What follows belongs to an exercise in optimizing a design on an open flow for small area; a production flow would make more cautious choices.
Only simulation tests tie the RTL to the original design; equivalence was not proved.
Power and IR drop assume default switching activity.

// ldiv
module ldiv #
  (
   parameter 	NUMERATOR_WIDTH = 32,
   parameter 	DENOMINATOR_WIDTH = 32,
   parameter 	QUOTIENT_WIDTH = 32
   )
   (
    input 				      clk,
    input 				      reset,
    input signed [NUMERATOR_WIDTH - 1:0]      numerator_in,
    input [DENOMINATOR_WIDTH - 1:0] 	      denominator_in,
    input 				      valid_in,
    output signed [QUOTIENT_WIDTH - 1:0]      quotient_out,
    output signed [NUMERATOR_WIDTH - 1:0]     remainder_out,
    output 				      valid_out,
    output signed [NUMERATOR_WIDTH - 1 + 1:0] numerator_out,
    output [DENOMINATOR_WIDTH - 1:0] 	      denominator_out
    );
   wire [31:0] n0 = numerator_in;
   wire [31:0] d0 = denominator_in;
   wire v0 = valid_in;
   wire [0:0] t1 = {n0[30] ^ n0[31]};
   wire [0:0] b1_g = ~t1 & d0[0:0];
   wire [0:0] b1_p = ~t1 | d0[0:0];
   wire [1:0] b1;
   assign b1[0] = 1'b0;
   assign b1[1] = b1_g[0];
   wire g1 = ~b1[1] & ~(|d0[31:1]);
   wire [0:0] r1 = t1 ^ ({1{g1}} & (d0[0:0] ^ b1[0:0]));
   wire [0:0] q1 = g1;
   wire [1:0] t2 = {r1, n0[29] ^ n0[31]};
   wire [1:0] b2_g = ~t2 & d0[1:0];
   wire [1:0] b2_p = ~t2 | d0[1:0];
   wire b2_G0 = b2_g[1] | (b2_p[1] & b2_g[0]);
   wire b2_P0 = b2_p[1] & b2_p[0];
   wire [2:0] b2;
   assign b2[0] = 1'b0;
   assign b2[1] = b2_g[0];
   assign b2[2] = b2_G0;
   wire g2 = ~b2[2] & ~(|d0[31:2]);
   wire [1:0] r2 = t2 ^ ({2{g2}} & (d0[1:0] ^ b2[1:0]));
   wire [1:0] q2 = {q1, g2};
   wire [2:0] t3 = {r2, n0[28] ^ n0[31]};
   wire [2:0] b3_g = ~t3 & d0[2:0];
   wire [2:0] b3_p = ~t3 | d0[2:0];
   wire b3_G0 = b3_g[1] | (b3_p[1] & b3_g[0]);
   wire b3_P0 = b3_p[1] & b3_p[0];
   wire b3_G1 = b3_g[2] | (b3_p[2] & b3_G0);
   wire b3_P1 = b3_p[2] & b3_P0;
   wire [3:0] b3;
   assign b3[0] = 1'b0;
   assign b3[1] = b3_g[0];
   assign b3[2] = b3_G0;
   assign b3[3] = b3_G1;
   wire g3 = ~b3[3] & ~(|d0[31:3]);
   wire [2:0] r3 = t3 ^ ({3{g3}} & (d0[2:0] ^ b3[2:0]));
  ...
Size in the first run: roughly 6,300 cells after synthesis, ~1,200 flip-flops, about 200 I/O pins, ~57,000 sq um of cells after synthesis.
make LEC_CHECK=0 CAP_MARGIN=20 CORE_MARGIN=2 CORE_UTILIZATION=60 CTS_BUF_LIST=sky130_fd_sc_hd__clkbuf_16 CTS_CLUSTER_DIAMETER=120 CTS_CLUSTER_SIZE=30 GPL_TIMING_DRIVEN=0 PLACE_DENSITY=0.75 SLEW_MARGIN=20 SYNTH_HIERARCHICAL=1 finish   # period 7.0 ns
run.sh (not shown) runs the stock make flow with config.mk's settings and CLKGATE_MAP_FILE= SYNTH_SCRIPT=/design/flow/synth_recipe.tcl, a recipe that flattens the netlist after the stock synthesis.
The baseline ran to the end with no violations.
Then changed:
==> flow/flow/run.sh (new file) <==
#!/bin/bash
set -euo pipefail
bash standard.sh finish "BUFFER_PORTS_ARGS=-buffer_cell sky130_fd_sc_hd__buf_1" > standard.log 2>&1
==> flow/standard.sh (new file) <==
#!/bin/bash
# synth_recipe.tcl (not shown) runs the flow's synth.tcl, then flattens the netlist and writes it again
# the make line also repeats each setting of config.mk as NAME=value (left out here)
make -C /OpenROAD-flow-scripts/flow DESIGN_CONFIG=/design/flow/config.mk WORK_HOME=/design/flow/orfs CLKGATE_MAP_FILE= SYNTH_SCRIPT=/design/flow/synth_recipe.tcl "${@:-finish}"
Settings changed: GPL_TIMING_DRIVEN 0 to default.
removed: flow/run.sh
Outcome: With this change the flow ran to the end with violations: antenna violations; global-route usage came out lower by 0.92 points; register-to-register slack is better by 0.07 ns; first-iteration DRC count came out higher slightly; design area shrinks by a few percent; worst setup slack improved by 0.099 ns; total power is lower by a few percent; hold slack loses 0.0043 ns; final cell count drops slightly.

job 6962:
ldiv again, from the RTL that the note above started with.
clock: 7.0 ns
lec_check: 0
cap_margin: 20
core_margin: 2
core_utilization: 60
cts_buf_list: sky130_fd_sc_hd__clkbuf_16
cts_cluster_diameter: 120
cts_cluster_size: 30
place_density: 0.75
slew_margin: 20
synth_hierarchical: 1
standard.sh (not shown) runs the stock make flow with config.mk's settings and CLKGATE_MAP_FILE= SYNTH_SCRIPT=/design/flow/synth_recipe.tcl, a recipe that flattens the netlist after the stock synthesis.
==> flow/flow/run.sh <==
#!/bin/bash
set -euo pipefail
bash standard.sh finish "BUFFER_PORTS_ARGS=-buffer_cell sky130_fd_sc_hd__buf_2" > standard.log 2>&1
For job 7430, these inputs were changed with respect to job 6962:
- CTS_CLUSTER_DIAMETER changed from 120 to 110
- CTS_CLUSTER_SIZE changed from 30 to 34
### Flow results
Summary of job 7430 over job 6962: top achievable clock speed shows an increase of about 0.4%; wire length held steady; met2 usage in global routing closely matched the old numbers. met3 routing resource usage after global routing ended up 0.32 points higher on job 7430 than on job 6962. As far as total chip power is concerned, job 7430 and job 6962 perform about the same.
## Diff of input files: job 2216 against job 7430
- changing CORE_UTILIZATION from 60 to 55
- changing PLACE_DENSITY from 0.75 to 0.7
- changing CTS_CLUSTER_SIZE from 34 to 30
- changing CTS_CLUSTER_DIAMETER from 110 to 120
==> flow/run.sh (new file) <==
#!/bin/bash
# synth_recipe.tcl (not shown) runs the flow's synth.tcl, then flattens the netlist and writes it again
# the make line also repeats each setting of config.mk as NAME=value (left out here)
make -C /OpenROAD-flow-scripts/flow DESIGN_CONFIG=/design/flow/config.mk WORK_HOME=/design/flow/orfs CLKGATE_MAP_FILE= SYNTH_SCRIPT=/design/flow/synth_recipe.tcl finish
removed: flow/flow/run.sh
removed: flow/standard.sh
- Per the comparison of job 2216 with job 7430, clock skew now sits at about the same level, required time reported for the critical path endpoint fell by 0.04 ns, area of the die increased by 9.0% relative to the old numbers.

Another version of the RTL of ldiv (not shown whole).
Size: ~5900 cells after synthesis, ~1200 flip-flops, ~200 I/O pins, ~55000 um^2 of cells after synthesis.
Settings: LEC_CHECK=0, CAP_MARGIN=20, CORE_MARGIN=2, CORE_UTILIZATION=60, CTS_BUF_LIST=sky130_fd_sc_hd__clkbuf_16, CTS_CLUSTER_DIAMETER=120, CTS_CLUSTER_SIZE=30, GPL_TIMING_DRIVEN=0, PLACE_DENSITY=0.75, SETUP_SLACK_MARGIN=0.2, SLEW_MARGIN=20; clock period 7.0 ns.
run.sh (not shown) runs the stock make flow with config.mk's settings and CLKGATE_MAP_FILE= SYNTH_SCRIPT=/design/flow/synth_recipe.tcl, a recipe that flattens the netlist after the stock synthesis.
Stock flow here: none of the scripts above is used.
The baseline completed and failed the layout checks on setup timing.
Change:
- CORE_UTILIZATION: 60 -> 45
- CTS_BUF_LIST: sky130_fd_sc_hd__clkbuf_16 -> default
- CTS_CLUSTER_DIAMETER: 120 -> default
- CTS_CLUSTER_SIZE: 30 -> default
- GPL_TIMING_DRIVEN: 0 -> default
- PLACE_DENSITY: 0.75 -> 0.6
- SETUP_SLACK_MARGIN: 0.2 -> default
Now the flow finished clean.
Cell count grows by about 10%.
Via count is about the same.
Flip-flop and latch count is unchanged.
Change:
- CORE_UTILIZATION: 45 -> 60
- CTS_BUF_LIST: default -> sky130_fd_sc_hd__clkbuf_4
- PLACE_DENSITY: 0.6 -> 0.75
What happened: The new run completed without violations. Setup slack gains 0.032 ns. Core utilization rose by 17 points. Final area goes down by a few percent. Hold slack is worse by 0.070 ns. Die area falls by a quarter to a third. Clock-buffer cell count increases by 261. Total power fell by a few percent. Global-route usage rises by 6.4 points. Cell count falls by a few percent. First-iteration DRC count rises by a quarter to a third.
Change:
- GPL_TIMING_DRIVEN: default -> 0
Result: The new run finished with setup timing left. Total power is lower by 1.2%. Sequential share of layout area is higher by 0.47 points. Via count is lower by 0.44%. Routed wire length is higher by 2.7%.
Change:
- CORE_UTILIZATION: 60 -> 45
- GPL_TIMING_DRIVEN: 0 -> default
- PLACE_DENSITY: 0.75 -> 0.6
This time the run went through all stages and came out clean.
Non-clock buffer count goes up by 186.
Utilization shrinks by 17 points.
Worst setup slack gets better by 0.29 ns.
Count of clock-buffer cells in the layout goes up by 23.
Synthesized cell count does not change.

ldiv with an RTL version that a note above also has.
Size in the first run: roughly 6300 cells after synthesis, ~1200 flip-flops, about 200 I/O pins.
// ldiv
module ldiv #
  (
   parameter 	NUMERATOR_WIDTH = 32,
   parameter 	DENOMINATOR_WIDTH = 32,
   parameter 	QUOTIENT_WIDTH = 32
   )
   (
    input 				      clk,
    input 				      reset,
    input signed [NUMERATOR_WIDTH - 1:0]      numerator_in,
    input [DENOMINATOR_WIDTH - 1:0] 	      denominator_in,
    input 				      valid_in,
    output signed [QUOTIENT_WIDTH - 1:0]      quotient_out,
    output signed [NUMERATOR_WIDTH - 1:0]     remainder_out,
    output 				      valid_out,
    output signed [NUMERATOR_WIDTH - 1 + 1:0] numerator_out,
    output [DENOMINATOR_WIDTH - 1:0] 	      denominator_out
    );
export LEC_CHECK = 0
export CAP_MARGIN = 20
export CORE_MARGIN = 2
export CORE_UTILIZATION = 60
export CTS_BUF_LIST = sky130_fd_sc_hd__clkbuf_16
export CTS_CLUSTER_DIAMETER = 120
export CTS_CLUSTER_SIZE = 30
export PLACE_DENSITY = 0.75
export SLEW_MARGIN = 20
export SYNTH_HIERARCHICAL = 1
create_clock -name core_clock -period 7.0 [get_ports {clk}]
standard.sh (not shown) runs the stock make flow with config.mk's settings and CLKGATE_MAP_FILE= SYNTH_SCRIPT=/design/flow/synth_recipe.tcl, a recipe that flattens the netlist after the stock synthesis.
==> flow/flow/run.sh <==
#!/bin/bash
set -euo pipefail
bash standard.sh finish "BUFFER_PORTS_ARGS=-buffer_cell sky130_fd_sc_hd__buf_2" > standard.log 2>&1
The baseline finished with timing, DRC and antenna clean.
Change:
==> flow/run.sh (new file) <==
#!/bin/bash
# synth_recipe.tcl (not shown) runs the flow's synth.tcl, then flattens the netlist and writes it again
# the make line also repeats each setting of config.mk as NAME=value (left out here)
make -C /OpenROAD-flow-scripts/flow DESIGN_CONFIG=/design/flow/config.mk WORK_HOME=/design/flow/orfs CLKGATE_MAP_FILE= SYNTH_SCRIPT=/design/flow/synth_recipe.tcl finish
removed: flow/flow/run.sh
removed: flow/standard.sh
Outcome:
- worst hold slack hardly moves
- utilization climbs by 1.4 points
- via count is about the same
- setup slack barely changes
- wire length drops by 0.66%
- sequential share of layout area drops by 0.83 points

separate check: timing with driven ports:
No port has a modelled driver above. Below, the same layouts with a new extraction and two added sets of constraints.
Step 1 (the two cells are an assumption about what drives the block):
set clk [get_ports {clk}]
set_driving_cell -lib_cell sky130_fd_sc_hd__clkbuf_16 $clk
set_driving_cell -lib_cell sky130_fd_sc_hd__buf_2 [delete_from_list [all_inputs] $clk]
Step 2 times the ports against the registers' clock, not the clock port: input delays grow and output delays shrink by t, the midpoint of the rising clock arrivals with the driver on.
a / b / c = no drivers / after step 1 / after step 2; a / b = the first two.
run | t, ns | setup slack, ns | hold slack, ns | worst setup path after step 2
the first run of note 1 | 0.762 | 0.147 / 0.181 / -0.574 | 0.315 / 0.315 / 0.315 | input to register
the second run of note 1 | 0.748 | 0.246 / 0.246 / -0.220 | 0.310 / 0.310 / 0.310 | input to register
job 6962 | 0.764 | 0.216 / 0.216 / -0.426 | 0.318 / 0.318 / 0.318 | input to register
job 7430 | 0.748 | 0.243 / 0.243 / -0.367 | 0.327 / 0.327 / 0.327 | input to register
job 2216 | 0.750 | 0.199 / 0.247 / -0.503 | 0.328 / 0.328 / 0.328 | input to register
the first run of note 3 | 0.720 | -0.253 / -0.253 / -0.253 | 0.307 / 0.307 / 0.307 | register to register
the second run of note 3 | 0.830 | 0.114 / 0.114 / -0.012 | 0.286 / 0.286 / 0.286 | input to register
the third run of note 3 | 1.194 | 0.146 / 0.146 / -0.378 | 0.216 / 0.216 / 0.216 | input to register
the fourth run of note 3 | 1.190 | -0.182 / -0.182 / -0.781 | 0.239 / 0.239 / 0.239 | input to register
the fifth run of note 3 | 1.251 | 0.105 / 0.105 / 0.045 | 0.303 / 0.303 / 0.303 | input to register
the first run of note 4 | 0.764 | 0.216 / 0.216 / -0.426 | 0.318 / 0.318 / 0.318 | input to register
the second run of note 4 | 0.759 | 0.213 / 0.263 / -0.496 | 0.316 / 0.316 / 0.316 | input to register
For the first run of note 1, which loses most, drivers alone change the setup slack by +0.034 ns; drivers and shift together by -0.721 ns.
